Source: an optimization exercise on an open RTL-to-GDS flow (aim: small area and a short achievable clock period). Production flows keep margins and buffers that such runs may drop.
At most, simulation tests tie the RTL to the original design; equivalence was not proved.
Only the layout flow was run in run 1; the RTL was not checked for function there.
Power and IR drop assume default switching activity.

## flow/config.mk

```make
export PLATFORM = sky130hd
export DESIGN_NAME = pipelined_regfile_2stage
export DESIGN_NICKNAME = pipelined_regfile_2stage
export VERILOG_FILES = /design/flow/design.v
export SDC_FILE = /design/flow/constraint.sdc
export NUM_CORES = 4
export LEC_CHECK = 0
export CAP_MARGIN = 20
export CORE_MARGIN = 2
export CORE_UTILIZATION = 40
export CTS_CLUSTER_DIAMETER = 60
export CTS_CLUSTER_SIZE = 20
export SETUP_SLACK_MARGIN = 3.9
export SLEW_MARGIN = 20
export SYNTH_HIERARCHICAL = 1
```

## flow/constraint.sdc

```tcl
create_clock -name core_clock -period 7.0 [get_ports {clk}]
set_input_delay 1.4000 -clock core_clock [delete_from_list [all_inputs] [get_ports {clk}]]
set_output_delay 1.4000 -clock core_clock [all_outputs]
set_load 0.01 [all_outputs]
```

## flow/design.v

```verilog
`timescale 1ns / 10ps
`timescale 1ns / 10ps
module alu (
  input  [15:0] a,       
  input  [15:0] b,       
  input  [15:0] pc,      
  input  [3:0]  op,
  input  [3:0]  imm,
  output [15:0] out,
  output [15:0] aux,
  output [15:0] x2,      
  output [15:0] x3,
  output        cin,
  output        zero     
);
  wire [15:0] sext = {{12{imm[3]}}, imm};
  wire [15:0] addr = a + sext;
  assign zero = (a == b);
  wire        le = (a <= b);
  wire [15:0] shl = imm[3] ? 16'd0 : a << imm[2:0];
  wire [15:0] shr = imm[3] ? 16'd0 : a >> imm[2:0];
  wire [15:0] ms, mc, m2, m3;
  mul_csa M (.a(a), .b(b), .v0(ms), .v1(mc), .v2(m2), .v3(m3));
  wire sel_a   = (op == 4'b0000) | (op == 4'b0001);
  wire sel_and = (op == 4'b0010);
  wire sel_xor = (op == 4'b0011);
  wire sel_shl = (op == 4'b0100);
  wire sel_shr = (op == 4'b0101);
  wire sel_com = (op == 4'b0110);
  wire sel_mul = (op == 4'b0111);
  wire sel_lw  = (op == 4'b1000);
  wire sel_sw  = (op == 4'b1001);
  wire sel_adr = sel_lw | sel_sw;
  wire sel_pc  = (op == 4'b1101);
  wire sub     = (op == 4'b0001);
  assign out = ({16{sel_a}}   & a)
             | ({16{sel_and}} & (a & b))
             | ({16{sel_xor}} & (a ^ b))
             | ({16{sel_shl}} & shl)
             | ({16{sel_shr}} & shr)
             | {15'd0, sel_com & le}
             | ({16{sel_mul}} & ms)
             | ({16{sel_adr}} & addr)
             | ({16{sel_pc}}  & pc);
  assign aux = sel_mul ? mc : sel_lw ? ~addr : ({16{sel_a | sel_sw}} & (b ^ {16{sub}}));
  assign x2 = {16{sel_mul}} & m2;
  assign x3 = {16{sel_mul}} & m3;
  assign cin = sub | sel_lw;
endmodule
module mul_csa (
  input  [15:0] a,
  input  [15:0] b,
  output [15:0] v0,
  output [15:0] v1,
  output [15:0] v2,
  output [15:0] v3
);
  wire [15:0] pp0 = a[15:0] & {16{b[0]}};
  wire [14:0] pp1 = a[14:0] & {15{b[1]}};
  wire [13:0] pp2 = a[13:0] & {14{b[2]}};
  wire [12:0] pp3 = a[12:0] & {13{b[3]}};
  wire [11:0] pp4 = a[11:0] & {12{b[4]}};
  wire [10:0] pp5 = a[10:0] & {11{b[5]}};
  wire [9:0] pp6 = a[9:0] & {10{b[6]}};
  wire [8:0] pp7 = a[8:0] & {9{b[7]}};
  wire [7:0] pp8 = a[7:0] & {8{b[8]}};
  wire [6:0] pp9 = a[6:0] & {7{b[9]}};
  wire [5:0] pp10 = a[5:0] & {6{b[10]}};
  wire [4:0] pp11 = a[4:0] & {5{b[11]}};
  wire [3:0] pp12 = a[3:0] & {4{b[12]}};
  wire [2:0] pp13 = a[2:0] & {3{b[13]}};
  wire [1:0] pp14 = a[1:0] & {2{b[14]}};
  wire [0:0] pp15 = a[0:0] & {1{b[15]}};
  wire s0 = pp0[13] ^ pp1[12];
  wire c0 = pp0[13] & pp1[12];
  wire s1 = pp0[14] ^ pp1[13] ^ pp2[12];
  wire c1 = (pp0[14] & pp1[13]) | (pp0[14] & pp2[12]) | (pp1[13] & pp2[12]);
  wire s2 = pp3[11] ^ pp4[10];
  wire c2 = pp3[11] & pp4[10];
  wire s3 = pp0[15] ^ pp1[14] ^ pp2[13];
  wire c3 = (pp0[15] & pp1[14]) | (pp0[15] & pp2[13]) | (pp1[14] & pp2[13]);
  wire s4 = pp3[12] ^ pp4[11] ^ pp5[10];
  wire c4 = (pp3[12] & pp4[11]) | (pp3[12] & pp5[10]) | (pp4[11] & pp5[10]);
  wire s5 = pp6[9] ^ pp7[8];
  wire c5 = pp6[9] & pp7[8];
  wire s6 = pp0[9] ^ pp1[8];
  wire c6 = pp0[9] & pp1[8];
  wire s7 = pp0[10] ^ pp1[9] ^ pp2[8];
  wire c7 = (pp0[10] & pp1[9]) | (pp0[10] & pp2[8]) | (pp1[9] & pp2[8]);
  wire s8 = pp3[7] ^ pp4[6];
  wire c8 = pp3[7] & pp4[6];
  wire s9 = pp0[11] ^ pp1[10] ^ pp2[9];
  wire c9 = (pp0[11] & pp1[10]) | (pp0[11] & pp2[9]) | (pp1[10] & pp2[9]);
  wire s10 = pp3[8] ^ pp4[7] ^ pp5[6];
  wire c10 = (pp3[8] & pp4[7]) | (pp3[8] & pp5[6]) | (pp4[7] & pp5[6]);
  wire s11 = pp6[5] ^ pp7[4];
  wire c11 = pp6[5] & pp7[4];
  wire s12 = pp0[12] ^ pp1[11] ^ pp2[10];
  wire c12 = (pp0[12] & pp1[11]) | (pp0[12] & pp2[10]) | (pp1[11] & pp2[10]);
  wire s13 = pp3[9] ^ pp4[8] ^ pp5[7];
  wire c13 = (pp3[9] & pp4[8]) | (pp3[9] & pp5[7]) | (pp4[8] & pp5[7]);
  wire s14 = pp6[6] ^ pp7[5] ^ pp8[4];
  wire c14 = (pp6[6] & pp7[5]) | (pp6[6] & pp8[4]) | (pp7[5] & pp8[4]);
  wire s15 = pp9[3] ^ pp10[2];
  wire c15 = pp9[3] & pp10[2];
  wire s16 = pp2[11] ^ pp3[10] ^ pp4[9];
  wire c16 = (pp2[11] & pp3[10]) | (pp2[11] & pp4[9]) | (pp3[10] & pp4[9]);
  wire s17 = pp5[8] ^ pp6[7] ^ pp7[6];
  wire c17 = (pp5[8] & pp6[7]) | (pp5[8] & pp7[6]) | (pp6[7] & pp7[6]);
  wire s18 = pp8[5] ^ pp9[4] ^ pp10[3];
  wire c18 = (pp8[5] & pp9[4]) | (pp8[5] & pp10[3]) | (pp9[4] & pp10[3]);
  wire s19 = pp11[2] ^ pp12[1] ^ pp13[0];
  wire c19 = (pp11[2] & pp12[1]) | (pp11[2] & pp13[0]) | (pp12[1] & pp13[0]);
  wire s20 = pp5[9] ^ pp6[8] ^ pp7[7];
  wire c20 = (pp5[9] & pp6[8]) | (pp5[9] & pp7[7]) | (pp6[8] & pp7[7]);
  wire s21 = pp8[6] ^ pp9[5] ^ pp10[4];
  wire c21 = (pp8[6] & pp9[5]) | (pp8[6] & pp10[4]) | (pp9[5] & pp10[4]);
  wire s22 = pp11[3] ^ pp12[2] ^ pp13[1];
  wire c22 = (pp11[3] & pp12[2]) | (pp11[3] & pp13[1]) | (pp12[2] & pp13[1]);
  wire s23 = pp14[0] ^ c0 ^ s1;
  wire c23 = (pp14[0] & c0) | (pp14[0] & s1) | (c0 & s1);
  wire s24 = pp8[7] ^ pp9[6] ^ pp10[5];
  wire c24 = (pp8[7] & pp9[6]) | (pp8[7] & pp10[5]) | (pp9[6] & pp10[5]);
  wire s25 = pp11[4] ^ pp12[3] ^ pp13[2];
  wire c25 = (pp11[4] & pp12[3]) | (pp11[4] & pp13[2]) | (pp12[3] & pp13[2]);
  wire s26 = pp14[1] ^ pp15[0] ^ c1;
  wire c26 = (pp14[1] & pp15[0]) | (pp14[1] & c1) | (pp15[0] & c1);
  wire s27 = c2 ^ s3 ^ s4;
  wire c27 = (c2 & s3) | (c2 & s4) | (s3 & s4);
  wire s28 = pp0[6] ^ pp1[5];
  wire c28 = pp0[6] & pp1[5];
  wire s29 = pp0[7] ^ pp1[6] ^ pp2[5];
  wire c29 = (pp0[7] & pp1[6]) | (pp0[7] & pp2[5]) | (pp1[6] & pp2[5]);
  wire s30 = pp3[4] ^ pp4[3];
  wire c30 = pp3[4] & pp4[3];
  wire s31 = pp0[8] ^ pp1[7] ^ pp2[6];
  wire c31 = (pp0[8] & pp1[7]) | (pp0[8] & pp2[6]) | (pp1[7] & pp2[6]);
  wire s32 = pp3[5] ^ pp4[4] ^ pp5[3];
  wire c32 = (pp3[5] & pp4[4]) | (pp3[5] & pp5[3]) | (pp4[4] & pp5[3]);
  wire s33 = pp6[2] ^ pp7[1];
  wire c33 = pp6[2] & pp7[1];
  wire s34 = pp2[7] ^ pp3[6] ^ pp4[5];
  wire c34 = (pp2[7] & pp3[6]) | (pp2[7] & pp4[5]) | (pp3[6] & pp4[5]);
  wire s35 = pp5[4] ^ pp6[3] ^ pp7[2];
  wire c35 = (pp5[4] & pp6[3]) | (pp5[4] & pp7[2]) | (pp6[3] & pp7[2]);
  wire s36 = pp8[1] ^ pp9[0] ^ s6;
  wire c36 = (pp8[1] & pp9[0]) | (pp8[1] & s6) | (pp9[0] & s6);
  wire s37 = pp5[5] ^ pp6[4] ^ pp7[3];
  wire c37 = (pp5[5] & pp6[4]) | (pp5[5] & pp7[3]) | (pp6[4] & pp7[3]);
  wire s38 = pp8[2] ^ pp9[1] ^ pp10[0];
  wire c38 = (pp8[2] & pp9[1]) | (pp8[2] & pp10[0]) | (pp9[1] & pp10[0]);
  wire s39 = c6 ^ s7 ^ s8;
  wire c39 = (c6 & s7) | (c6 & s8) | (s7 & s8);
  wire s40 = pp8[3] ^ pp9[2] ^ pp10[1];
  wire c40 = (pp8[3] & pp9[2]) | (pp8[3] & pp10[1]) | (pp9[2] & pp10[1]);
  wire s41 = pp11[0] ^ c7 ^ c8;
  wire c41 = (pp11[0] & c7) | (pp11[0] & c8) | (c7 & c8);
  wire s42 = s9 ^ s10 ^ s11;
  wire c42 = (s9 & s10) | (s9 & s11) | (s10 & s11);
  wire s43 = pp11[1] ^ pp12[0] ^ c9;
  wire c43 = (pp11[1] & pp12[0]) | (pp11[1] & c9) | (pp12[0] & c9);
  wire s44 = c10 ^ c11 ^ s12;
  wire c44 = (c10 & c11) | (c10 & s12) | (c11 & s12);
  wire s45 = s13 ^ s14 ^ s15;
  wire c45 = (s13 & s14) | (s13 & s15) | (s14 & s15);
  wire s46 = s0 ^ c12 ^ c13;
  wire c46 = (s0 & c12) | (s0 & c13) | (c12 & c13);
  wire s47 = c14 ^ c15 ^ s16;
  wire c47 = (c14 & c15) | (c14 & s16) | (c15 & s16);
  wire s48 = s17 ^ s18 ^ s19;
  wire c48 = (s17 & s18) | (s17 & s19) | (s18 & s19);
  wire s49 = s2 ^ c16 ^ c17;
  wire c49 = (s2 & c16) | (s2 & c17) | (c16 & c17);
  wire s50 = c18 ^ c19 ^ s20;
  wire c50 = (c18 & c19) | (c18 & s20) | (c19 & s20);
  wire s51 = s21 ^ s22 ^ s23;
  wire c51 = (s21 & s22) | (s21 & s23) | (s22 & s23);
  wire s52 = s5 ^ c20 ^ c21;
  wire c52 = (s5 & c20) | (s5 & c21) | (c20 & c21);
  wire s53 = c22 ^ c23 ^ s24;
  wire c53 = (c22 & c23) | (c22 & s24) | (c23 & s24);
  wire s54 = s25 ^ s26 ^ s27;
  wire c54 = (s25 & s26) | (s25 & s27) | (s26 & s27);
  wire s55 = pp0[4] ^ pp1[3];
  wire c55 = pp0[4] & pp1[3];
  wire s56 = pp0[5] ^ pp1[4] ^ pp2[3];
  wire c56 = (pp0[5] & pp1[4]) | (pp0[5] & pp2[3]) | (pp1[4] & pp2[3]);
  wire s57 = pp3[2] ^ pp4[1];
  wire c57 = pp3[2] & pp4[1];
  wire s58 = pp2[4] ^ pp3[3] ^ pp4[2];
  wire c58 = (pp2[4] & pp3[3]) | (pp2[4] & pp4[2]) | (pp3[3] & pp4[2]);
  wire s59 = pp5[1] ^ pp6[0] ^ s28;
  wire c59 = (pp5[1] & pp6[0]) | (pp5[1] & s28) | (pp6[0] & s28);
  wire s60 = pp5[2] ^ pp6[1] ^ pp7[0];
  wire c60 = (pp5[2] & pp6[1]) | (pp5[2] & pp7[0]) | (pp6[1] & pp7[0]);
  wire s61 = c28 ^ s29 ^ s30;
  wire c61 = (c28 & s29) | (c28 & s30) | (s29 & s30);
  wire s62 = pp8[0] ^ c29 ^ c30;
  wire c62 = (pp8[0] & c29) | (pp8[0] & c30) | (c29 & c30);
  wire s63 = s31 ^ s32 ^ s33;
  wire c63 = (s31 & s32) | (s31 & s33) | (s32 & s33);
  wire s64 = c31 ^ c32 ^ c33;
  wire c64 = (c31 & c32) | (c31 & c33) | (c32 & c33);
  wire s65 = s34 ^ s35 ^ s36;
  wire c65 = (s34 & s35) | (s34 & s36) | (s35 & s36);
  wire s66 = c34 ^ c35 ^ c36;
  wire c66 = (c34 & c35) | (c34 & c36) | (c35 & c36);
  wire s67 = s37 ^ s38 ^ s39;
  wire c67 = (s37 & s38) | (s37 & s39) | (s38 & s39);
  wire s68 = c37 ^ c38 ^ c39;
  wire c68 = (c37 & c38) | (c37 & c39) | (c38 & c39);
  wire s69 = s40 ^ s41 ^ s42;
  wire c69 = (s40 & s41) | (s40 & s42) | (s41 & s42);
  wire s70 = c40 ^ c41 ^ c42;
  wire c70 = (c40 & c41) | (c40 & c42) | (c41 & c42);
  wire s71 = s43 ^ s44 ^ s45;
  wire c71 = (s43 & s44) | (s43 & s45) | (s44 & s45);
  wire s72 = c43 ^ c44 ^ c45;
  wire c72 = (c43 & c44) | (c43 & c45) | (c44 & c45);
  wire s73 = s46 ^ s47 ^ s48;
  wire c73 = (s46 & s47) | (s46 & s48) | (s47 & s48);
  wire s74 = c46 ^ c47 ^ c48;
  wire c74 = (c46 & c47) | (c46 & c48) | (c47 & c48);
  wire s75 = s49 ^ s50 ^ s51;
  wire c75 = (s49 & s50) | (s49 & s51) | (s50 & s51);
  wire s76 = c49 ^ c50 ^ c51;
  wire c76 = (c49 & c50) | (c49 & c51) | (c50 & c51);
  wire s77 = s52 ^ s53 ^ s54;
  wire c77 = (s52 & s53) | (s52 & s54) | (s53 & s54);
  assign v0 = {c74, c72, c70, c68, c66, c64, c62, c60, c58, c56, pp5[0], pp2[2], pp0[3], pp0[2], pp0[1], pp0[0]};
  assign v1 = {c75, c73, c71, c69, c67, c65, c63, c61, c59, c57, c55, pp3[1], pp1[2], pp1[1], pp1[0], 1'b0};
  assign v2 = {s76, s74, s72, s70, s68, s66, s64, s62, s60, s58, s56, pp4[0], pp2[1], pp2[0], 1'b0, 1'b0};
  assign v3 = {s77, s75, s73, s71, s69, s67, s65, s63, s61, s59, s57, s55, pp3[0], 1'b0, 1'b0, 1'b0};
endmodule
module mem_add (
  input  [15:0] v0,
  input  [15:0] v1,
  input  [15:0] v2,
  input  [15:0] v3,
  input         cin,
  output [15:0] sum
);
  wire ms0 = v0[3] ^ v1[3];
  wire mc0 = v0[3] & v1[3];
  wire ms1, mc1, mt1;
  xor2 mX1a (.a(v0[4]), .b(v1[4]), .y(mt1));
  xor2 mX1b (.a(mt1), .b(v2[4]), .y(ms1));
  maj3 mM1 (.a(v0[4]), .b(v1[4]), .c(v2[4]), .y(mc1));
  wire ms2, mc2, mt2;
  xor2 mX2a (.a(v0[5]), .b(v1[5]), .y(mt2));
  xor2 mX2b (.a(mt2), .b(v2[5]), .y(ms2));
  maj3 mM2 (.a(v0[5]), .b(v1[5]), .c(v2[5]), .y(mc2));
  wire ms3, mc3, mt3;
  xor2 mX3a (.a(v0[6]), .b(v1[6]), .y(mt3));
  xor2 mX3b (.a(mt3), .b(v2[6]), .y(ms3));
  maj3 mM3 (.a(v0[6]), .b(v1[6]), .c(v2[6]), .y(mc3));
  wire ms4, mc4, mt4;
  xor2 mX4a (.a(v0[7]), .b(v1[7]), .y(mt4));
  xor2 mX4b (.a(mt4), .b(v2[7]), .y(ms4));
  maj3 mM4 (.a(v0[7]), .b(v1[7]), .c(v2[7]), .y(mc4));
  wire ms5, mc5, mt5;
  xor2 mX5a (.a(v0[8]), .b(v1[8]), .y(mt5));
  xor2 mX5b (.a(mt5), .b(v2[8]), .y(ms5));
  maj3 mM5 (.a(v0[8]), .b(v1[8]), .c(v2[8]), .y(mc5));
  wire ms6, mc6, mt6;
  xor2 mX6a (.a(v0[9]), .b(v1[9]), .y(mt6));
  xor2 mX6b (.a(mt6), .b(v2[9]), .y(ms6));
  maj3 mM6 (.a(v0[9]), .b(v1[9]), .c(v2[9]), .y(mc6));
  wire ms7, mc7, mt7;
  xor2 mX7a (.a(v0[10]), .b(v1[10]), .y(mt7));
  xor2 mX7b (.a(mt7), .b(v2[10]), .y(ms7));
  maj3 mM7 (.a(v0[10]), .b(v1[10]), .c(v2[10]), .y(mc7));
  wire ms8, mc8, mt8;
  xor2 mX8a (.a(v0[11]), .b(v1[11]), .y(mt8));
  xor2 mX8b (.a(mt8), .b(v2[11]), .y(ms8));
  maj3 mM8 (.a(v0[11]), .b(v1[11]), .c(v2[11]), .y(mc8));
  wire ms9, mc9, mt9;
  xor2 mX9a (.a(v0[12]), .b(v1[12]), .y(mt9));
  xor2 mX9b (.a(mt9), .b(v2[12]), .y(ms9));
  maj3 mM9 (.a(v0[12]), .b(v1[12]), .c(v2[12]), .y(mc9));
  wire ms10, mc10, mt10;
  xor2 mX10a (.a(v0[13]), .b(v1[13]), .y(mt10));
  xor2 mX10b (.a(mt10), .b(v2[13]), .y(ms10));
  maj3 mM10 (.a(v0[13]), .b(v1[13]), .c(v2[13]), .y(mc10));
  wire ms11, mc11, mt11;
  xor2 mX11a (.a(v0[14]), .b(v1[14]), .y(mt11));
  xor2 mX11b (.a(mt11), .b(v2[14]), .y(ms11));
  maj3 mM11 (.a(v0[14]), .b(v1[14]), .c(v2[14]), .y(mc11));
  wire ms12, mc12, mt12;
  xor2 mX12a (.a(v0[15]), .b(v1[15]), .y(mt12));
  xor2 mX12b (.a(mt12), .b(v2[15]), .y(ms12));
  maj3 mM12 (.a(v0[15]), .b(v1[15]), .c(v2[15]), .y(mc12));
  wire ms13 = v0[2] ^ v1[2];
  wire mc13 = v0[2] & v1[2];
  wire ms14, mc14, mt14;
  xor2 mX14a (.a(v2[3]), .b(v3[3]), .y(mt14));
  xor2 mX14b (.a(mt14), .b(ms0), .y(ms14));
  maj3 mM14 (.a(v2[3]), .b(v3[3]), .c(ms0), .y(mc14));
  wire ms15, mc15, mt15;
  xor2 mX15a (.a(v3[4]), .b(mc0), .y(mt15));
  xor2 mX15b (.a(mt15), .b(ms1), .y(ms15));
  maj3 mM15 (.a(v3[4]), .b(mc0), .c(ms1), .y(mc15));
  wire ms16, mc16, mt16;
  xor2 mX16a (.a(v3[5]), .b(mc1), .y(mt16));
  xor2 mX16b (.a(mt16), .b(ms2), .y(ms16));
  maj3 mM16 (.a(v3[5]), .b(mc1), .c(ms2), .y(mc16));
  wire ms17, mc17, mt17;
  xor2 mX17a (.a(v3[6]), .b(mc2), .y(mt17));
  xor2 mX17b (.a(mt17), .b(ms3), .y(ms17));
  maj3 mM17 (.a(v3[6]), .b(mc2), .c(ms3), .y(mc17));
  wire ms18, mc18, mt18;
  xor2 mX18a (.a(v3[7]), .b(mc3), .y(mt18));
  xor2 mX18b (.a(mt18), .b(ms4), .y(ms18));
  maj3 mM18 (.a(v3[7]), .b(mc3), .c(ms4), .y(mc18));
  wire ms19, mc19, mt19;
  xor2 mX19a (.a(v3[8]), .b(mc4), .y(mt19));
  xor2 mX19b (.a(mt19), .b(ms5), .y(ms19));
  maj3 mM19 (.a(v3[8]), .b(mc4), .c(ms5), .y(mc19));
  wire ms20, mc20, mt20;
  xor2 mX20a (.a(v3[9]), .b(mc5), .y(mt20));
  xor2 mX20b (.a(mt20), .b(ms6), .y(ms20));
  maj3 mM20 (.a(v3[9]), .b(mc5), .c(ms6), .y(mc20));
  wire ms21, mc21, mt21;
  xor2 mX21a (.a(v3[10]), .b(mc6), .y(mt21));
  xor2 mX21b (.a(mt21), .b(ms7), .y(ms21));
  maj3 mM21 (.a(v3[10]), .b(mc6), .c(ms7), .y(mc21));
  wire ms22, mc22, mt22;
  xor2 mX22a (.a(v3[11]), .b(mc7), .y(mt22));
  xor2 mX22b (.a(mt22), .b(ms8), .y(ms22));
  maj3 mM22 (.a(v3[11]), .b(mc7), .c(ms8), .y(mc22));
  wire ms23, mc23, mt23;
  xor2 mX23a (.a(v3[12]), .b(mc8), .y(mt23));
  xor2 mX23b (.a(mt23), .b(ms9), .y(ms23));
  maj3 mM23 (.a(v3[12]), .b(mc8), .c(ms9), .y(mc23));
  wire ms24, mc24, mt24;
  xor2 mX24a (.a(v3[13]), .b(mc9), .y(mt24));
  xor2 mX24b (.a(mt24), .b(ms10), .y(ms24));
  maj3 mM24 (.a(v3[13]), .b(mc9), .c(ms10), .y(mc24));
  wire ms25, mc25, mt25;
  xor2 mX25a (.a(v3[14]), .b(mc10), .y(mt25));
  xor2 mX25b (.a(mt25), .b(ms11), .y(ms25));
  maj3 mM25 (.a(v3[14]), .b(mc10), .c(ms11), .y(mc25));
  wire ms26, mc26, mt26;
  xor2 mX26a (.a(v3[15]), .b(mc11), .y(mt26));
  xor2 mX26b (.a(mt26), .b(ms12), .y(ms26));
  maj3 mM26 (.a(v3[15]), .b(mc11), .c(ms12), .y(mc26));
  assign sum = {mc25, mc24, mc23, mc22, mc21, mc20, mc19, mc18, mc17, mc16, mc15, mc14, mc13, v2[2], v0[1], v1[0]} + {ms26, ms25, ms24, ms23, ms22, ms21, ms20, ms19, ms18, ms17, ms16, ms15, ms14, ms13, v1[1], v0[0]} + {15'd0, cin};
endmodule
module xor2 (input a, input b, output y);
  assign y = a ^ b;
endmodule
module maj3 (input a, input b, input c, output y);
  assign y = (a & b) | (a & c) | (b & c);
endmodule
`timescale 1ns / 10ps
module regfile (
  input              clk,
  input              rst,
  input              wen,
  input  [15:0]      rsel1,     
  input  [15:0]      rsel2,
  input  [3:0]       waddr,
  input  [15:0]      wdata,
  output [15:0]      rdata1,
  output [15:0]      rdata2
);
  reg [15:0] regdata [0:15];
  reg rst_q;
  always @(posedge clk) rst_q <= rst;
  wire [15:0] wd = rst_q ? 16'd0 : wdata;
  genvar i;
  generate
    for (i = 0; i < 16; i = i + 1) begin : r
      wire we = rst_q | (wen & (waddr == i));
      always @(posedge clk)
        if (we) regdata[i] <= (i == 1) ? (wd | {13'd0, rst_q, 1'b0, rst_q}) : wd;
    end
  endgenerate
  reg [15:0] rd1, rd2;
  integer k;
  always @(*) begin
    rd1 = 16'd0;
    rd2 = 16'd0;
    for (k = 0; k < 16; k = k + 1) begin
      rd1 = rd1 | ({16{rsel1[k]}} & regdata[k]);
      rd2 = rd2 | ({16{rsel2[k]}} & regdata[k]);
    end
  end
  assign rdata1 = rd1;
  assign rdata2 = rd2;
endmodule
`timescale 1ns / 1ps
`timescale 1ns / 10ps
module pipelined_regfile_2stage(clk, rst, imem_addr, imem_data, dmem_addr, dmem_wdata, dmem_we, dmem_re, dmem_rdata, wb_en, wb_addr, wb_data);
input clk;
input rst;
output [15:0] imem_addr;
input  [15:0] imem_data;
output [15:0] dmem_addr;
output [15:0] dmem_wdata;
output dmem_we;
output dmem_re;
input  [15:0] dmem_rdata;
output wb_en;
output [3:0] wb_addr;
output [15:0] wb_data;
reg  [15:0] pc;
wire [15:0] inst = imem_data;
wire [3:0]  op = inst[15:12];
wire        regdst = (op == 4'b1001) | (op == 4'b1010);
wire        jump = (op == 4'b1011) | (op == 4'b1101);
wire        jr = (op == 4'b1100);
wire [15:0] rdata1, rdata2;
wire [15:0] sel_rs = 16'd1 << inst[7:4];
wire [15:0] sel_rd = 16'd1 << inst[11:8];
wire [15:0] sel_rt = 16'd1 << inst[3:0];
wire [15:0] sel2 = regdst ? sel_rd : sel_rt;
reg         wb_wen;
reg  [3:0]  wb_rd;
reg  [15:0] wb_val;
regfile RF0 (.clk(clk), .rst(rst), .wen(wb_wen), .rsel1(sel_rs), .rsel2(sel2),
             .waddr(wb_rd), .wdata(wb_val), .rdata1(rdata1), .rdata2(rdata2));
reg         ex_v;
reg  [3:0]  ex_op, ex_imm, ex_rd;
reg  [15:0] ex_a, ex_b, ex_pc;
always @(posedge clk) begin
  ex_v   <= ~rst;
  ex_op  <= op;
  ex_imm <= inst[3:0];
  ex_rd  <= (op == 4'b1101) ? 4'd15 : inst[11:8];
  ex_a   <= rdata1;
  ex_b   <= rdata2;
  ex_pc  <= pc;
end
wire [15:0] ex_out, ex_aux, ex_x2, ex_x3;
wire        ex_cin, zero;
alu ALU0 (.a(ex_a), .b(ex_b), .pc(ex_pc), .op(ex_op), .imm(ex_imm),
          .out(ex_out), .aux(ex_aux), .x2(ex_x2), .x3(ex_x3), .cin(ex_cin), .zero(zero));
wire taken = ex_v & (ex_op == 4'b1010) & zero;
wire [15:0] btarget = ex_pc + {{12{ex_imm[3]}}, ex_imm};
wire [15:0] pc_next = jr ? rdata1 :
                      jump ? {pc[15:12], inst[11:0]} :
                      taken ? btarget : pc + 16'd1;
always @(posedge clk)
  pc <= rst ? 16'd0 : pc_next;
assign imem_addr = pc;
reg         mem_wen, mem_re, mem_we;
reg         mem_cin;
reg  [3:0]  mem_rd;
reg  [15:0] mem_res, mem_aux, mem_x2, mem_x3;
always @(posedge clk) begin
  mem_wen <= ~rst & ex_v & ((ex_op <= 4'b1000) | (ex_op == 4'b1101));
  mem_re  <= ~rst & ex_v & (ex_op == 4'b1000);
  mem_we  <= ~rst & ex_v & (ex_op == 4'b1001);
  mem_cin <= ex_cin;
  mem_rd  <= ex_rd;
  mem_res <= ex_out;
  mem_aux <= ex_aux;
  mem_x2  <= ex_x2;
  mem_x3  <= ex_x3;
end
assign dmem_addr  = mem_res;
assign dmem_wdata = mem_aux;
assign dmem_we    = mem_we;
assign dmem_re    = mem_re;
wire [15:0] sum;
mem_add ADD0 (.v0(mem_res), .v1(mem_aux), .v2(mem_x2), .v3(mem_x3), .cin(mem_cin),
              .sum(sum));
wire [15:0] mem_val = sum | ({16{mem_re}} & dmem_rdata);
always @(posedge clk) begin
  wb_wen <= ~rst & mem_wen;
  wb_rd  <= mem_rd;
  wb_val <= mem_val;
end
assign wb_en   = wb_wen;
assign wb_addr = wb_rd;
assign wb_data = wb_val;
endmodule
```

## flow/run.sh

```bash
#!/bin/bash
# synth_recipe.tcl (not shown) runs the flow's synth.tcl, then flattens the netlist and writes it again
# the make line also repeats each setting of config.mk as NAME=value (left out here)
make -C /OpenROAD-flow-scripts/flow DESIGN_CONFIG=/design/flow/config.mk WORK_HOME=/design/flow/orfs CLKGATE_MAP_FILE= SYNTH_SCRIPT=/design/flow/synth_recipe.tcl finish
```

==> impl_metrics.yaml, run 1 <==
placed_design:
  globalplace.congestion: 0.974
  placed_cells: 2970
  io_buffer_count: 104
  post-dp-hpwl_mm: 59.9
die:
  die_width_um: 251
  die_height_um: 251
  rows: 90
  core-area_um2: 60500
  floorplan.die_area_um2: 63200
  boundary_pin_count: 105
  initial_core_util_pct: 40.5
sta:
  highest_achievable_clock_rate_ghz: 0.300
  tns_ns: 0
  final-setup-viol-count: 0
  shortest_period_the_worst_path_allows_ns: 3.33
  period_share_pct: 47.6
  fin_worst_skew_ns: 0.0347
  finalHoldViolCount: 0
  slew_headroom_pct: 21.3
  finalMaxSlewViolations: 0
  unrepaired_setup_endpoints_after_global_routing: "yes"
  tightestPinTransition_ns: 1.18
global_route:
  first_global_vias: 19300
  grt.overflow.total: 0
  grt_max_degree: 53
  global_route.usage.total_pct: 27.8
  number_of_antenna_violations_at_the_first_check_in_global_routing: 1
  grt_pass1_wl_mm: 129
detailed_routing:
  drc_errors: 0
  drt_iter0_drc: 2362
  maxUsedRoutingLayer: "met4"
  post_drt_via_cell_ratio: 6.29
  antenna_left: 0
  sum_of_routed_wire_segments_on_met1_mm: 34.6
  routedWlPerCell_um: 28.6
  route.vias.total: 19600
  met2RoutedLength_mm: 41.7
  wl_met3_mm: 8.14
  detailedRoute.firstPassIterationCount: 7
  routed_wirelength_mm: 89.3
final_layout:
  synthToLayoutAreaGrowth_pct: 19.1
  finalNonFillerCells: 3119
  antennaDiodeCount: 0
  num-nets-final: 2491
  post_route_cells_drive_above_1_share_pct: 20.2
  post-route-util_pct: 48.2
critical_path:
  critical-path-slowest-cell: "fa_1"
  cell_by_cell_listing_of_the_critical_path: "nand2_4 -> fa_1 -> fa_1 -> fa_1 -> inv_2 -> fa_2 -> a221o_1 -> o21bai_1 -> a311o_1"
  worst_setup_start_kind: "register"
  r2r_end: "mem_aux[15]"
  path_max_fanout: 3
  cp.arrival_ns: 3.80
  end_kind: "register"
  reg2reg_slack_ns: 3.67
  timing.reg2reg.worst_path_depth: 9
  cp.required_ns: 7.47
  reg2reg_start: "ex_b[0]"
  slowest_stage_delay_on_critical_path_ns: 0.55
  setup.worst_path.class: "register to register"
  cpMostUsedCell: "fa_1"
synth:
  syn-cell-area_um2: 24500
  post_synth_inst_count: 2203
  post_synthesis_area_per_instance_um2: 11.1
  yosys_warnings: 9
  syn-num-nets: 2387
power:
  total_leakage_power_nw: 11.6
  power_per_standard_cell_area_nw_per_um2: 288
  total_power_mw: 8.39
  ir_worst_vdd_v: 0.000220
clocking:
  cts.htree.levels: 2
  numCtsBuffers: 39
  worst_setup_hold_path_clk_slew_ns: 0.08
  clockRootBuffer: "clkbuf_16"
  clock_path_buffers: 3
  clock_sinks: 422
  clkLatencyLatePin_ns: 0.61
  cts_tree: "yes"
  cts-hold-fix-buffers: 0
hold_path:
  sink_of_the_worst_hold_path: "wb_rd[0]"
  holdPathStages: 0
  min_path_type: "register to register"
  min-delay-start: "mem_rd[0]"
run:
  max_cap_viol_count: 0
status:
  run_status: "finished clean"
-- registers in the layout, summed over array words and instances, names as in the netlist, 4 cells and up --
| register | count |
|---|---|
| mem_res | 16 |
| mem_aux | 16 |
| ex_rd | 4 |
| wb_val | 16 |
| mem_rd | 4 |
| ex_b | 16 |
| mem_x2 | 14 |
| ex_a | 16 |
| RF0.regdata | 256 |
| wb_rd | 4 |
| mem_x3 | 13 |
| ex_imm | 4 |
| pc | 16 |
| ex_op | 4 |
| ex_pc | 16 |
-- metal layers --
layer  up-vias  global-route usage (%)
met3       300                    5.13
met4         0                    13.8
li1       8504                       -
met2      1165                    45.3
met5         -                       0
met1      9659                    35.4
-- cell type report --
class                      instances  area (um2)
clock inverter                    29         329
fill                            5306       31300
sequential                       422       11100
timing repair buffer             242        2460
inverter                          95         357
multi-input combinational       1507       13000
tap                              782         978
clock buffer                      42         997
-- power breakdown --
part | switching [mW] | leakage [nW] | internal (mW)
logic | 1.60 | 6.93 | 1.11
clock network | 1.11 | 0.644 | 1.11
registers | 0.349 | 4.01 | 3.12
-- timing repair --
item	CTS	global route
buffers inserted	60	16
endpoints found under the setup margin	65	44
pin swaps	36	25
gates cloned	2	0
resized for setup	128	88
-- cell usage in the layout (no fill, tap or decap), types with 18 or more instances in the layout --
master,instances
mux2i_1,28
clkdlybuf4s50_1,92
inv_1,89
nor2b_1,18
xnor2_1,60
maj3_2,23
dfxtp_1,132
buf_12,22
and2_1,108
a221oi_1,85
a21o_1,43
nand2_1,141
buf_4,97
a22o_1,133
fa_1,51
a21oi_1,76
nand4_1,43
o21ai_0,45
ha_1,81
nor2_1,73
clkbuf_16,39
dfxtp_2,24
nor3_1,20
a221oi_2,54
xor2_1,80
edfxtp_1,256
-- worst max-delay path by stage --
stage / from / end / slack [ns] / depth (start not counted)
global route: ex_b[0] / mem_aux[15] / 3.60 / 9
CTS: ex_b[0] / mem_aux[15] / 3.70 / 9
detailed placement: imem_data[13] / ex_b[2] / 2.34 / 10
floorplan: ex_b[0] / mem_aux[15] / 3.70 / 11
finish: ex_b[0] / mem_aux[15] / 3.67 / 9
global placement: imem_data[13] / ex_b[14] / 2.16 / 11
-- worst max-delay path: cells and delay by family, from the launching register on --
kind / cells / cell delay (ns)
AO/OA/AOI/OAI: 3 / 0.78
adder cells (fa/ha/maj): 4 / 1.89
buffers and inverters: 1 / 0.04
flip-flops: 1 / 0.42
AND/OR/NAND/NOR: 1 / 0.06
-- per-stage QoR --
stage	hold WS (ns)	area, um2	setup WS [ns]
floorplan	0.310	24900	3.70
global placement	0.317	26300	2.16
detailed placement	0.316	26400	2.34
CTS	0.315	28700	3.70
global route	0.310	29200	3.60
finish	0.311	29200	3.67
==> inputs of run 2 (changes only) <==
--- a/flow/design.v
+++ b/flow/design.v
@@ -44,6 +44,6 @@
              | ({16{sel_pc}}  & pc);
-  assign aux = sel_mul ? mc : sel_lw ? ~addr : ({16{sel_a | sel_sw}} & (b ^ {16{sub}}));
+  assign aux = sel_mul ? mc : ({16{sel_a | sel_adr}} & (b ^ {16{sub}}));
   assign x2 = {16{sel_mul}} & m2;
   assign x3 = {16{sel_mul}} & m3;
-  assign cin = sub | sel_lw;
+  assign cin = sub;
 endmodule
@@ -468,3 +468,3 @@
               .sum(sum));
-wire [15:0] mem_val = sum | ({16{mem_re}} & dmem_rdata);
+wire [15:0] mem_val = mem_re ? dmem_rdata : sum;
 always @(posedge clk) begin
==> run 2 against run 1 <==
Effect of this change:
- critical path depth up 3
- hold slack better by 0.018 ns
- sequential power is essentially flat
- first-iteration DRC count down 15%
- critical path type unchanged
- highest routed layer is now met5
==> impl_metrics.yaml, run 2 <==
power:
  p_int_mw: 5.11
  switching_share_pct: 35.1
  comb_power_share_pct: 29.7
  total_leakage_power_nw: 10.9
  power_per_standard_cell_area_nw_per_um2: 281
  total_switching_power_mw: 2.77
  ir_worst_vdd_v: 0.000168
  power_frac_clock_pct: 26.1
  total_power_mw: 7.88
  seq_power_share_pct: 44.2
final_layout:
  synthToLayoutAreaGrowth_pct: 16.2
  most_frequent_cells_in_the_layout: "edfxtp_1, a22o_1, dfxtp_1"
  register_with_the_highest_flop_count: "RF0.regdata"
  num-nets-final: 2354
  mostFrequentLayoutCell: "edfxtp_1"
  nFillCells: 5422
  post_route_cells_drive_above_1_share_pct: 18.8
  number_of_flip_flops_under_the_largest_register_name: 256
clocking:
  numCtsBuffers: 35
  clock_path_buffers: 3
  cts.htree.levels: 2
  worst_setup_hold_path_clk_slew_ns: 0.07
  clock_sinks: 422
  clockRootBuffer: "clkbuf_16"
  cts-hold-fix-buffers: 0
  clkLatencyLatePin_ns: 0.61
  cts_tree: "yes"
critical_path:
  end_kind: "register"
  cp.arrival_ns: 3.55
  cp.required_ns: 7.42
  setup.worst_path.class: "register to register"
  worst_setup_start_kind: "register"
  slowest_stage_delay_on_critical_path_ns: 0.52
  cell_by_cell_listing_of_the_critical_path: "buf_12 -> buf_4 -> buf_4 -> ha_4 -> nand4_1 -> nor3_4 -> nand4b_1 -> nor2_2 -> buf_6 -> nor2_2 -> a222oi_1 -> a31oi_1"
  critical-path-slowest-cell: "a222oi_1"
  path_max_fanout: 8
detailed_routing:
  routed_wirelength_mm: 84.4
  post_drt_via_cell_ratio: 6.25
  route.vias.total: 18600
  drt_iter0_drc: 1996
  detailedRoute.firstPassIterationCount: 9
  drc_errors: 0
  antenna_left: 0
  routedWlPerCell_um: 28.3
global_route:
  first_global_vias: 18400
  grt.overflow.total: 0
  global_route.usage.total_pct: 26.6
  grt_pass1_wl_mm: 122
  number_of_antenna_violations_at_the_first_check_in_global_routing: 4
  grt_max_degree: 59
die:
  boundary_pin_count: 105
  rows: 90
  die_width_um: 250
  floorplan.die_area_um2: 62300
  core-area_um2: 60000
  initial_core_util_pct: 40.2
  die_height_um: 250
sta:
  fin_worst_skew_ns: 0.0580
  unrepaired_setup_endpoints_after_global_routing: "yes"
  tightestPinTransition_ns: 1.16
  slew_headroom_pct: 23.0
  shortest_period_the_worst_path_allows_ns: 3.13
  period_share_pct: 44.8
  final_critical_path_setup_slack_ns: 3.87
  tns_ns: 0
  finalMaxSlewViolations: 0
  finalHoldViolCount: 0
  highest_achievable_clock_rate_ghz: 0.319
  final-setup-viol-count: 0
synth:
  yosys_warnings: 9
  post_synth_inst_count: 2097
  syn-num-nets: 2281
  post_synthesis_area_per_instance_um2: 11.5
  syn-cell-area_um2: 24100
placed_design:
  globalplace.congestion: 0.917
  dpl_worst_slack_ns: 2.37
  post-dp-hpwl_mm: 56.1
  io_buffer_count: 104
hold_path:
  min_path_type: "register to register"
run:
  max_cap_viol_count: 0
status:
  run_status: "finished clean"
==> run 2: final timing paths <==
path         depth (start not counted)  endpoint       from  slack, ns
max reg2reg                         12     pc[7]    ex_b[0]       3.87
min                                  0  wb_rd[0]  mem_rd[0]       0.33
max                                 12     pc[7]    ex_b[0]       3.87
min reg2reg                          0  wb_rd[0]  mem_rd[0]       0.33
==> run 2: critical path: cells and delay by family (launching register included) <==
| family | cells | cell delay [ns] |
|---|---|---|
| and+or+nand+nor | 5 | 1.02 |
| DFF | 1 | 0.34 |
| adders and majority gates | 1 | 0.29 |
| buffers and inverters | 4 | 0.61 |
| AOI/OAI and AO/OA | 2 | 0.67 |
==> run 2: final cells by class <==
type / count / area, um2 / area share [%]
clock buffers: 42 / 922 / 3.29
well taps: 782 / 978 / 3.49
inverters: 93 / 349 / 1.25
diodes: 2 / 5.00 / 0.0179
flip-flops and latches: 422 / 11100 / 39.6
repair buffers: 210 / 2100 / 7.49
multi-input cells: 1408 / 12300 / 43.9
clock inverters: 21 / 267 / 0.951
==> run 2: what timing repair did <==
| item | 4_1_cts | 5_1_grt |
|---|---|---|
| setup endpoints to repair | 63 | 47 |
| pin swaps | 23 | 14 |
| resized for setup | 95 | 63 |
| gates cloned | 0 | 1 |
| buffers inserted | 38 | 12 |
==> run 2: power groups by stage <==
stage | clock, mW | sequential, mW | combinational (mW)
final | 2.06 | 3.48 | 2.34
after global routing | 2.18 | 3.52 | 2.52
after CTS | 2.09 | 3.47 | 2.27
after detailed placement | 0 | 3.52 | 2.17
after global placement | 0 | 3.52 | 2.15
after floorplan | 0 | 3.40 | 1.49
==> run 2: per-stage QoR <==
| step | cells | hold slack [ns] | area (um2) | util, % |
|---|---|---|---|---|
| detailed placement | 2864 | 0.312 | 25800 | 43.0 |
| finish | 2980 | 0.329 | 28000 | 46.7 |
| global route | 2979 | 0.335 | 28000 | 46.7 |
| CTS | 2965 | 0.330 | 27700 | 46.2 |
| global placement | 2864 | 0.313 | 25800 | 43.0 |
| floorplan | 2097 | 0.310 | 24400 | - |
==> run 2: layer usage <==
metal / GRT usage, % / vias to the layer above / routed length, um
met3: 6.17 / 237 / 7290
met5: 0 / - / 64
met1: 33.7 / 9300 / 33600
met4: 12.9 / 4 / 4280
li1: - / 8055 / -
met2: 42.8 / 1029 / 39200
==> inputs of run 3 (changes only) <==
==> flow/flow/run.sh (new file) <==
#!/bin/bash
# The standard layout (standard.sh, unchanged synthesis and steps), with
# plain buffers instead of delay cells on the ports. make's full output goes
# to standard.log here; each step's own log is under orfs/logs/.
set -euo pipefail
export BUFFER_PORTS_ARGS="-buffer_cell sky130_fd_sc_hd__buf_2"
bash standard.sh > standard.log 2>&1
==> flow/standard.sh (new file) <==
#!/bin/bash
# synth_recipe.tcl (not shown) runs the flow's synth.tcl, then flattens the netlist and writes it again
# the make line also repeats each setting of config.mk as NAME=value (left out here)
make -C /OpenROAD-flow-scripts/flow DESIGN_CONFIG=/design/flow/config.mk WORK_HOME=/design/flow/orfs CLKGATE_MAP_FILE= SYNTH_SCRIPT=/design/flow/synth_recipe.tcl "${@:-finish}"
removed: flow/run.sh
==> run 3 against run 2 <==
Effect of this change:
- synthesized cell count is the same
- hold slack lost 0.0021 ns
- register-to-register slack gained 0.09 ns
- critical endpoint is now pc[0]
- sequential power is essentially flat
- die area is the same
- sequential share of layout area grew 0.78 points
- maximum frequency grew 0.31%
- still clean on timing, DRC and antenna
- clock power grew 15%
- global-route usage shrank 0.71 points
- via count shrank 1.7%
==> impl_metrics.yaml, run 3 <==
hold_path:
  min_path_type: "register to register"
  sink_of_the_worst_hold_path: "mem_rd[2]"
  min-delay-start: "ex_rd[2]"
  holdPathStages: 0
final_layout:
  synthToLayoutAreaGrowth_pct: 13.7
  number_of_flip_flops_under_the_largest_register_name: 256
  register_with_the_highest_flop_count: "RF0.regdata"
  nFillCells: 5473
  most_frequent_cells_in_the_layout: "edfxtp_1, a22o_1, dfxtp_1"
  finish.instance_area_um2: 27400
  post_route_cells_drive_above_1_share_pct: 22.5
  num-nets-final: 2346
  post-route-util_pct: 45.7
  finalNonFillerCells: 2977
  mostFrequentLayoutCell: "edfxtp_1"
synth:
  post_synth_inst_count: 2097
  post_synthesis_area_per_instance_um2: 11.5
  yosys_warnings: 9
  syn-cell-area_um2: 24100
  syn-num-nets: 2281
critical_path:
  slowest_stage_delay_on_critical_path_ns: 0.43
  worst_setup_start_kind: "input pin"
  path_depth: 9
  reg2reg_start: "ex_b[2]"
  worstPathBufferInverterCount: 2
  cell_by_cell_listing_of_the_critical_path: "clkbuf_4 -> nand2_1 -> nor2_1 -> buf_4 -> a22o_1 -> a221oi_1 -> nand4_1 -> a222oi_1 -> nor2_1"
  setup.worst_path.class: "input pin to register"
  cp.arrival_ns: 3.58
  path_delay_family: "compound AO/OA/AOI/OAI gates"
  critical-path-slowest-cell: "a221oi_1"
  reg2reg_slack_ns: 3.96
  path_max_fanout: 16
  cp.required_ns: 7.45
  cpMostUsedCell: "nor2_1"
  end_kind: "register"
  r2r_end: "mem_aux[15]"
  timing.reg2reg.worst_path_depth: 8
sta:
  tightestPinTransition_ns: 1.07
  shortest_period_the_worst_path_allows_ns: 3.12
  finalHoldViolCount: 0
  period_share_pct: 44.6
  tns_ns: 0
  highest_achievable_clock_rate_ghz: 0.320
  slew_headroom_pct: 28.4
  final-setup-viol-count: 0
  fin_worst_skew_ns: 0.0461
  final_critical_path_setup_slack_ns: 3.88
  final.hold.worst_slack_ns: 0.327
  unrepaired_setup_endpoints_after_global_routing: "yes"
  finalMaxSlewViolations: 0
clocking:
  clock_sinks: 422
  clockRootBuffer: "clkbuf_16"
  cts.htree.levels: 2
  numCtsBuffers: 40
  clock_path_buffers: 3
  clkLatencyLatePin_ns: 0.61
  cts_tree: "yes"
  worst_setup_hold_path_clk_slew_ns: 0.08
  cts-hold-fix-buffers: 0
detailed_routing:
  drt_iter0_drc: 2080
  post_drt_via_cell_ratio: 6.15
  routedWlPerCell_um: 27.7
  detailedRoute.firstPassIterationCount: 8
  antenna_left: 0
  routed_wirelength_mm: 82.4
  drc_errors: 0
  route.vias.total: 18300
placed_design:
  post-dp-hpwl_mm: 57.8
  dpl_worst_slack_ns: 2.91
  globalplace.congestion: 0.959
  io_buffer_count: 104
  dpl_cell_area_um2: 25300
  placed_cells: 2874
power:
  comb_power_share_pct: 28.0
  power_per_standard_cell_area_nw_per_um2: 296
  total_switching_power_mw: 2.88
  power_frac_clock_pct: 29.1
  total_leakage_power_nw: 11.0
  p_int_mw: 5.23
  ir_worst_vdd_v: 0.000190
  seq_power_share_pct: 42.9
  switching_share_pct: 35.5
  total_power_mw: 8.11
global_route:
  grt.overflow.total: 0
  global_route.usage.total_pct: 25.9
  first_global_vias: 18000
  grt_max_degree: 58
  number_of_antenna_violations_at_the_first_check_in_global_routing: 0
  grt_pass1_wl_mm: 120
die:
  initial_core_util_pct: 40.2
  rows: 90
  boundary_pin_count: 105
  die_width_um: 250
  core-area_um2: 60000
  die_height_um: 250
  floorplan.die_area_um2: 62300
status:
  run_status: "finished clean"
run:
  max_cap_viol_count: 0
==> run 3: per-layer routing <==
layer / track usage [%] / part of all wire [%] / up-vias
met5: 0 / 0.068 / -
met4: 8.71 / 3.8 / 3
met3: 4.36 / 8.2 / 170
met2: 43.1 / 48 / 914
met1: 34.2 / 40 / 9196
li1: - / - / 8033
==> run 3: power groups by stage <==
| stage | Clock [mW] | Sequential [mW] | Combinational [mW] |
|---|---|---|---|
| after floorplan | 0 | 3.40 | 1.49 |
| after detailed placement | 0 | 3.51 | 2.12 |
| final | 2.36 | 3.48 | 2.27 |
| after global placement | 0 | 3.51 | 2.09 |
| after CTS | 2.39 | 3.46 | 2.18 |
| after global routing | 2.49 | 3.52 | 2.45 |
==> run 3: how the worst max path moves through the flow <==
stage | slack [ns] | from | to
after floorplan | 3.87 | imem_data[13] | ex_b[4]
after global placement | 3.03 | imem_data[5] | pc[6]
after detailed placement | 2.91 | imem_data[13] | ex_b[4]
after CTS | 3.69 | imem_data[6] | pc[12]
after global routing | 3.86 | imem_data[5] | pc[12]
final | 3.88 | imem_data[7] | pc[0]
==> run 3: area by class of cell <==
cell class | instances | area (um2) | share of cell area (%)
Antenna cell | 1 | 2.50 | 0.00913
Clock buffer | 50 | 1110 | 4.06
Clock inverter | 24 | 302 | 1.10
Inverter | 93 | 349 | 1.27
Multi-Input combinational cell | 1408 | 12300 | 44.7
Sequential cell | 422 | 11100 | 40.4
Tap cell | 782 | 978 | 3.57
Timing Repair Buffer | 197 | 1350 | 4.93
==> run 3: what timing repair did <==
action	in CTS	in global routing
gates resized for setup	44	65
pin swaps	9	14
endpoints found under the setup margin	42	39
setup buffers	15	12
cloned	0	1
==> inputs of run 4 (changes only) <==
--- a/flow/config.mk
+++ b/flow/config.mk
@@ -9,6 +9,6 @@
 export CORE_MARGIN = 2
-export CORE_UTILIZATION = 40
+export CORE_UTILIZATION = 75
 export CTS_CLUSTER_DIAMETER = 60
 export CTS_CLUSTER_SIZE = 20
-export SETUP_SLACK_MARGIN = 3.9
+export SETUP_SLACK_MARGIN = 4.0
 export SLEW_MARGIN = 20
==> run 4 against run 3 <==
Effect of this change:
- highest routed layer unchanged
- count of clock-buffer cells in the layout decreased by 6
- global-route usage increased by 21 points
- via count increased by 8.5%
- cell area decreased by 2.2%
- non-clock buffer count increased by 2
- cell count decreased by 13%
- clock power decreased by 24%
- sequential share of layout area increased by 0.98 points
- largest power group unchanged
==> impl_metrics.yaml, run 4 <==
status:
  run_status: "finished clean"
global_route:
  number_of_antenna_violations_at_the_first_check_in_global_routing: 6
  first_global_vias: 19200
  grt_max_degree: 47
  global_route.usage.total_pct: 47.1
  grt.overflow.total: 0
  grt_pass1_wl_mm: 117
clocking:
  worst_setup_hold_path_clk_slew_ns: 0.08
  cts.htree.levels: 1
  clkLatencyLatePin_ns: 0.64
  cts_tree: "yes"
  clockRootBuffer: "clkbuf_16"
  clock_sinks: 422
  numCtsBuffers: 30
  clock_path_buffers: 3
power:
  power_per_standard_cell_area_nw_per_um2: 280
  total_leakage_power_nw: 10.8
  ir_worst_vdd_v: 0.000309
synth:
  yosys_warnings: 9
  post_synth_inst_count: 2097
  post_synthesis_area_per_instance_um2: 11.5
  syn-cell-area_um2: 24100
  syn-num-nets: 2281
detailed_routing:
  route.vias.total: 19900
  antenna_left: 0
  routed_wirelength_mm: 81.1
  routedWlPerCell_um: 31.4
  post_drt_via_cell_ratio: 7.70
  sum_of_routed_wire_segments_on_met1_mm: 26.4
  drt_iter0_drc: 3594
  wl_met3_mm: 11.7
  met2RoutedLength_mm: 35.0
  drc_errors: 0
  maxUsedRoutingLayer: "met5"
  detailedRoute.firstPassIterationCount: 10
sta:
  tightestPinTransition_ns: 1.13
  finalMaxSlewViolations: 0
  tns_ns: 0
  final.hold.worst_slack_ns: 0.334
  finalHoldViolCount: 0
  final_critical_path_setup_slack_ns: 3.91
  unrepaired_setup_endpoints_after_global_routing: "yes"
  slew_headroom_pct: 24.4
  final-setup-viol-count: 0
  period_share_pct: 44.1
  fin_worst_skew_ns: 0.0415
  shortest_period_the_worst_path_allows_ns: 3.09
  highest_achievable_clock_rate_ghz: 0.324
final_layout:
  most_frequent_cells_in_the_layout: "edfxtp_1, a22o_1, dfxtp_1"
  post_route_cells_drive_above_1_share_pct: 23.1
  post-route-util_pct: 84.8
  synthToLayoutAreaGrowth_pct: 11.2
  mostFrequentLayoutCell: "edfxtp_1"
  nFillCells: 1636
  number_of_flip_flops_under_the_largest_register_name: 256
  register_with_the_highest_flop_count: "RF0.regdata"
  num-nets-final: 2338
die:
  initial_core_util_pct: 76.2
  die_width_um: 183
  floorplan.die_area_um2: 33600
  die_height_um: 183
  rows: 65
  core-area_um2: 31600
  boundary_pin_count: 105
placed_design:
  dpl_worst_slack_ns: 2.77
  post-dp-hpwl_mm: 52.1
  globalplace.congestion: 0.981
  io_buffer_count: 104
critical_path:
  setup.worst_path.class: "register to register"
  cp.required_ns: 7.51
  end_kind: "register"
  cp.arrival_ns: 3.60
  worst_setup_start_kind: "register"
  path_max_fanout: 9
hold_path:
  min_path_type: "register to register"
run:
  max_cap_viol_count: 0
run 4: repair_timing:
action / 4_1_cts / 5_1_grt
endpoints found under the setup margin: 41 / 35
pin swaps: 17 / 20
resized for setup: 51 / 73
buffers inserted: 26 / 19
cloned: 0 / 2
hold buffers: 0 / 0
run 4: area by class of cell:
class,instances,area [um2],area share [%]
multi-input combinational,1408,12500,46.6
sequential,422,11100,41.3
timing repair buffer,199,1420,5.31
clock buffer,44,825,3.07
tap,402,503,1.88
inverter,93,349,1.30
clock inverter,12,133,0.495
antenna,3,7.51,0.0280
run 4: per-stage QoR:
step                      instances  total power [mW]  instance area, um2
after global routing           2582              7.72               26800
after floorplan                2097              4.90               24700
after CTS                      2558              7.26               26200
final                          2583              7.51               26800
after global placement         2475              5.37               24900
after detailed placement       2476              5.46               24900
run 4: worst paths after layout:
path	slack [ns]	from	to	cells after the start
max	3.91	ex_b[0]	pc[1]	11
min reg2reg	0.33	mem_rd[2]	wb_rd[2]	0
min	0.33	mem_rd[2]	wb_rd[2]	0
max reg2reg	3.91	ex_b[0]	pc[1]	11
run 4: critical path, stage by stage, from the launching register on:
cell	delay, ns
dfxtp_4	0.41
buf_4	0.17
buf_4	0.19
ha_1	0.34
nand4_1	0.16
nor3_4	0.35
nand4b_1	0.23
nor2_4	0.21
buf_8	0.15
mux2_2	0.34
a222oi_1	0.31
nor2_1	0.09
run 4: layer usage:
layer / up-vias / track usage (%)
li1: 8033 / -
met2: 1853 / 70.8
met1: 9386 / 58.8
met3: 605 / 12.4
met4: 4 / 35.5
met5: - / 0.593
run 4: where the power goes:
| group | internal, mW | switching, mW |
|---|---|---|
| combinational | 0.858 | 1.32 |
| clock | 0.846 | 0.944 |
| sequential | 3.10 | 0.432 |
==> inputs of run 5 (changes only) <==
--- a/flow/config.mk
+++ b/flow/config.mk
@@ -9,6 +9,6 @@
 export CORE_MARGIN = 2
-export CORE_UTILIZATION = 75
+export CORE_UTILIZATION = 60
 export CTS_CLUSTER_DIAMETER = 60
 export CTS_CLUSTER_SIZE = 20
-export SETUP_SLACK_MARGIN = 4.0
+export SETUP_SLACK_MARGIN = 3.9
 export SLEW_MARGIN = 20
==> run 5 against run 4 <==
Effect of this change:
- still clean
- die area rose by 24%
- synthesized area did not move
- hold slack got worse by 0.0060 ns
- wire length down 3.1%
- count of clock-buffer cells in the layout up 1
- flip-flop and latch count unchanged
- critical path depth down 1
- non-clock buffer count decreased by 22
- sequential power is 2% lower
- critical path type is now input pin to register
- largest cell class unchanged
==> impl_metrics.yaml, run 5 <==
placed_design:
  dpl_worst_slack_ns: 2.76
  io_buffer_count: 104
  post-dp-hpwl_mm: 51.9
  dpl_cell_area_um2: 24900
  globalplace.congestion: 0.964
clocking:
  numCtsBuffers: 34
  cts.htree.levels: 2
  cts_tree: "yes"
  clockRootBuffer: "clkbuf_16"
  clock_path_buffers: 3
  clock_sinks: 422
  cts-hold-fix-buffers: 0
  clkLatencyLatePin_ns: 0.58
  worst_setup_hold_path_clk_slew_ns: 0.08
detailed_routing:
  drt_iter0_drc: 2334
  drc_errors: 0
  routed_wirelength_mm: 78.6
  antenna_left: 0
  post_drt_via_cell_ratio: 6.87
  route.vias.total: 18500
  routedWlPerCell_um: 29.3
  detailedRoute.firstPassIterationCount: 6
global_route:
  gr-usage-met3_pct: 5.64
  grt_pass1_wl_mm: 115
  number_of_antenna_violations_at_the_first_check_in_global_routing: 0
  first_global_vias: 18000
  met1_layer_usage_reported_by_global_route_pct: 48.6
  grt_max_degree: 59
  globalRouteMet2Util_pct: 60.6
  top_usage_layer: "met2"
  global_route.usage.total_pct: 37.7
  grt.overflow.total: 0
critical_path:
  worst_setup_start_kind: "input pin"
  cp.required_ns: 7.44
  critical-path-slowest-cell: "a222oi_1"
  cell_by_cell_listing_of_the_critical_path: "buf_4 -> nand2b_4 -> nor2_1 -> buf_4 -> a22o_1 -> a221oi_1 -> nand4_1 -> buf_4 -> a222oi_1 -> o2bb2ai_1"
  cp.arrival_ns: 3.49
  slowest_stage_delay_on_critical_path_ns: 0.48
  path_max_fanout: 16
  cpMostUsedCell: "buf_4"
  setup.worst_path.class: "input pin to register"
  end_kind: "register"
final_layout:
  synthToLayoutAreaGrowth_pct: 10.6
  post_route_cells_drive_above_1_share_pct: 20.8
  mostFrequentLayoutCell: "edfxtp_1"
  finish.instance_area_um2: 26700
  num-nets-final: 2320
  register_with_the_highest_flop_count: "RF0.regdata"
  antennaDiodeCount: 0
  most_frequent_cells_in_the_layout: "edfxtp_1, a22o_1, dfxtp_1"
  number_of_flip_flops_under_the_largest_register_name: 256
  nFillCells: 3045
sta:
  finalHoldViolCount: 0
  tightestPinTransition_ns: 1.16
  fin_worst_skew_ns: 0.0290
  slew_headroom_pct: 22.5
  highest_achievable_clock_rate_ghz: 0.328
  period_share_pct: 43.6
  final_critical_path_setup_slack_ns: 3.95
  finalMaxSlewViolations: 0
  shortest_period_the_worst_path_allows_ns: 3.05
  final-setup-viol-count: 0
  unrepaired_setup_endpoints_after_global_routing: "no"
  tns_ns: 0
power:
  power_per_standard_cell_area_nw_per_um2: 286
  ir_worst_vdd_v: 0.000218
  total_leakage_power_nw: 10.7
synth:
  syn-num-nets: 2281
  post_synth_inst_count: 2097
  post_synthesis_area_per_instance_um2: 11.5
  syn-cell-area_um2: 24100
  yosys_warnings: 9
run:
  max_cap_viol_count: 0
status:
  run_status: "finished clean"
die:
  initial_core_util_pct: 60.7
  core-area_um2: 39700
  die_height_um: 204
  floorplan.die_area_um2: 41800
  rows: 73
  die_width_um: 204
  boundary_pin_count: 105
hold_path:
  min_path_type: "register to register"
-- run 5: metal layers --
layer,vias to the layer above,share of wire (%),wire (um)
li1,7984,-,-
met1,9120,38,29900
met2,1077,47,37000
met3,272,8.6,6790
met4,0,6.2,4860
met5,-,0,0
-- run 5: critical path, delay by kind of cell --
kind                   cells  cell delay (ns)
AOI/OAI and AO/OA          4             1.09
buffers and inverters      3             0.60
and+or+nand+nor            3             0.38
-- run 5: what timing repair did --
action                                  in CTS  in global routing
gates resized for setup                     54                 45
cloned                                       0                  1
buffers inserted                            14                  9
endpoints found under the setup margin      42                 20
pin swaps                                   12                 11
hold endpoints to repair                     0                  0
-- run 5: final timing paths --
path | end | from | slack, ns | depth (start not counted)
worst max-delay path | pc[10] | imem_data[7] | 3.95 | 10
worst min-delay path | wb_rd[3] | mem_rd[3] | 0.33 | 0
worst max register to register | mem_res[12] | ex_a[8] | 3.95 | 11
worst min register to register | wb_rd[3] | mem_rd[3] | 0.33 | 0
-- run 5: through the flow --
stage	hold WS, ns	power (mW)	instances	utilization, %
floorplan	0.310	4.88	2097	-
global placement	0.313	5.46	2601	62.8
detailed placement	0.314	5.49	2601	62.8
CTS	0.326	7.54	2676	66.5
global route	0.333	7.93	2686	67.1
finish	0.328	7.62	2686	67.1
-- run 5: final cells by class --
class | count | area [um2] | area share [%]
multi-input cells | 1408 | 12200 | 45.9
flip-flops and latches | 422 | 11100 | 41.5
repair buffers | 177 | 1200 | 4.49
clock buffers | 45 | 923 | 3.46
well taps | 525 | 657 | 2.46
inverters | 93 | 349 | 1.31
clock inverters | 16 | 235 | 0.882
-- run 5: power breakdown --
group          switching, mW  internal [mW]
Combinational           1.27          0.844
Sequential             0.373           3.10
Clock                   1.01           1.02
==> inputs of run 6 (changes only) <==
--- a/flow/config.mk
+++ b/flow/config.mk
@@ -10,2 +10,3 @@
 export CORE_UTILIZATION = 60
+export CTS_BUF_LIST = sky130_fd_sc_hd__clkbuf_8
 export CTS_CLUSTER_DIAMETER = 60
==> run 6 against run 5 <==
Effect of this change:
- register-to-register slack hardly changed
- combinational power hardly changed
- critical path depth is 1 lower
- synthesized area unchanged
- flip-flop and latch count is the same
==> impl_metrics.yaml, run 6 <==
die:
  die_width_um: 204
  initial_core_util_pct: 60.7
  boundary_pin_count: 105
  rows: 73
  core-area_um2: 39700
  floorplan.die_area_um2: 41800
  die_height_um: 204
sta:
  highest_achievable_clock_rate_ghz: 0.326
  unrepaired_setup_endpoints_after_global_routing: "no"
  tns_ns: 0
  shortest_period_the_worst_path_allows_ns: 3.07
  finalMaxSlewViolations: 0
  period_share_pct: 43.8
  final-setup-viol-count: 0
  slew_headroom_pct: 22.0
  tightestPinTransition_ns: 1.17
  finalHoldViolCount: 0
  fin_worst_skew_ns: 0.0584
final_layout:
  num-nets-final: 2326
  nFillCells: 3102
  post_route_cells_drive_above_1_share_pct: 20.9
  synthToLayoutAreaGrowth_pct: 9.03
  number_of_flip_flops_under_the_largest_register_name: 256
  antennaDiodeCount: 0
  register_with_the_highest_flop_count: "RF0.regdata"
  mostFrequentLayoutCell: "edfxtp_1"
  finalNonFillerCells: 2692
  most_frequent_cells_in_the_layout: "edfxtp_1, a22o_1, dfxtp_1"
detailed_routing:
  drc_errors: 0
  post_drt_via_cell_ratio: 6.86
  drt_iter0_drc: 2181
  routedWlPerCell_um: 29.3
  routed_wirelength_mm: 78.8
  antenna_left: 0
  detailedRoute.firstPassIterationCount: 8
  route.vias.total: 18500
hold_path:
  holdPathStages: 0
  min_path_type: "register to register"
  min-delay-start: "mem_rd[3]"
  sink_of_the_worst_hold_path: "wb_rd[3]"
critical_path:
  path_max_fanout: 16
  reg2reg_slack_ns: 3.95
  worst_setup_start_kind: "input pin"
  setup.worst_path.class: "input pin to register"
  cp.required_ns: 7.51
  reg2reg_start: "ex_b[2]"
  r2r_end: "mem_res[12]"
  end_kind: "register"
  cp.arrival_ns: 3.58
  crit_path_start: "imem_data[7]"
  timing.reg2reg.worst_path_depth: 11
clocking:
  clock_sinks: 422
  clockRootBuffer: "clkbuf_8"
  worst_setup_hold_path_clk_slew_ns: 0.11
  clock_path_buffers: 3
  clkLatencyLatePin_ns: 0.66
  numCtsBuffers: 34
  cts_tree: "yes"
  cts.htree.levels: 2
global_route:
  grt_pass1_wl_mm: 115
  globalRouteMet2Util_pct: 60.9
  grt_max_degree: 59
  gr-usage-met3_pct: 5.64
  first_global_vias: 18000
  met1_layer_usage_reported_by_global_route_pct: 48.9
  global_route.usage.total_pct: 37.8
  grt.overflow.total: 0
  top_usage_layer: "met2"
  number_of_antenna_violations_at_the_first_check_in_global_routing: 0
power:
  power_per_standard_cell_area_nw_per_um2: 271
  total_leakage_power_nw: 10.6
  ir_worst_vdd_v: 0.000230
placed_design:
  post-dp-hpwl_mm: 51.9
  placed_cells: 2601
  io_buffer_count: 104
  globalplace.congestion: 0.964
synth:
  syn-num-nets: 2281
  syn-cell-area_um2: 24100
  yosys_warnings: 9
  post_synthesis_area_per_instance_um2: 11.5
  post_synth_inst_count: 2097
status:
  run_status: "finished clean"
run:
  max_cap_viol_count: 0
==> run 6: per-stage QoR <==
stage	total power, mW	setup slack [ns]	instance area (um2)	hold slack, ns	util, %
6_report	7.12	3.93	26300	0.329	66.2
5_1_grt	7.43	3.89	26300	0.339	66.2
4_1_cts	7.04	3.90	26100	0.331	65.6
3_5_place_dp	5.49	2.76	24900	0.314	62.8
3_3_place_gp	5.46	2.82	24900	0.313	62.8
2_1_floorplan	4.88	3.87	24400	0.310	-
==> run 6: power breakdown <==
part	internal (mW)	total, mW	switching, mW
Clock	0.595	1.53	0.938
Sequential	3.10	3.47	0.372
Combinational	0.844	2.12	1.27
==> run 6: worst max path at each step <==
stage                        to  cells after the start  slack (ns)
finish                    pc[3]                      9        3.93
global route        mem_res[12]                     11        3.89
CTS                 mem_res[12]                     11        3.90
detailed placement      ex_b[2]                      9        2.76
global placement        ex_b[4]                      9        2.82
floorplan               ex_b[4]                     10        3.87
==> run 6: worst max-delay path: stages <==
cell and delay, ns:
clkbuf_4 0.20, nand2_1 0.20, nor2_1 0.08, buf_4 0.24
a22o_1 0.22, a221oi_1 0.27, nand4_1 0.42, a222oi_1 0.45
nor2_1 0.08
==> run 6: routing by layer <==
metal,vias to the layer above,wire [um],part of all wire [%]
li1,7988,-,-
met1,9087,30100,38
met2,1090,37000,47
met3,296,6830,8.7
met4,0,4930,6.3
met5,-,0,0
==> run 6: cell type report <==
type	count	area, um2	share of cell area (%)
clock buffer	35	482	1.83
inverter	93	349	1.33
multi-input combinational	1408	12200	46.4
tap	525	657	2.50
sequential	422	11100	42.1
clock inverter	26	283	1.08
timing repair buffer	183	1240	4.73
==> run 6: timing repair <==
action | in CTS | in global routing
pin swaps | 14 | 7
hold buffers | 0 | 0
endpoints found under the hold margin | 0 | 0
buffers inserted | 20 | 9
gates resized for setup | 54 | 39
setup endpoints to repair | 43 | 23
gates cloned | 0 | 1

## separate check: timing with driven ports
How much do the figures lean on ideal ports? The routed layouts below were timed once more, with nothing changed but the port constraints.
Step 1 assumes that a clkbuf_16 drives the clock port and a buf_2 every other input.
Step 2, shift: input delay + t, output delay - t, t = (earliest + latest rising clock arrival at the registers) / 2. This alone moves slack from input paths to output paths.
a / b / c = no drivers / after step 1 / after step 2; a / b = the first two.
run	t, ns	slack for setup (ns)	hold slack, ns	worst slew at a driven data input, ns	pins driven straight from the clock port
run 1	0.650	3.667 / 3.667 / 3.279	0.311 / 0.311 / 0.311	0.06	1
run 2	0.648	3.866 / 3.860 / 3.243	0.329 / 0.329 / 0.329	0.07	1
run 3	0.645	3.875 / 3.901 / 3.256	0.327 / 0.327 / 0.327	0.06	1
run 4	0.683	3.913 / 3.913 / 3.303	0.334 / 0.334 / 0.334	0.05	1
run 5	0.627	3.948 / 3.953 / 3.342	0.328 / 0.328 / 0.328	0.04	1
run 6	0.694	3.934 / 3.951 / 3.265	0.329 / 0.329 / 0.329	0.04	1
After both steps every run listed still meets setup and hold. The setup slack of run 6, which loses most, moves by +0.017 ns with the drivers and by -0.669 ns with both steps.
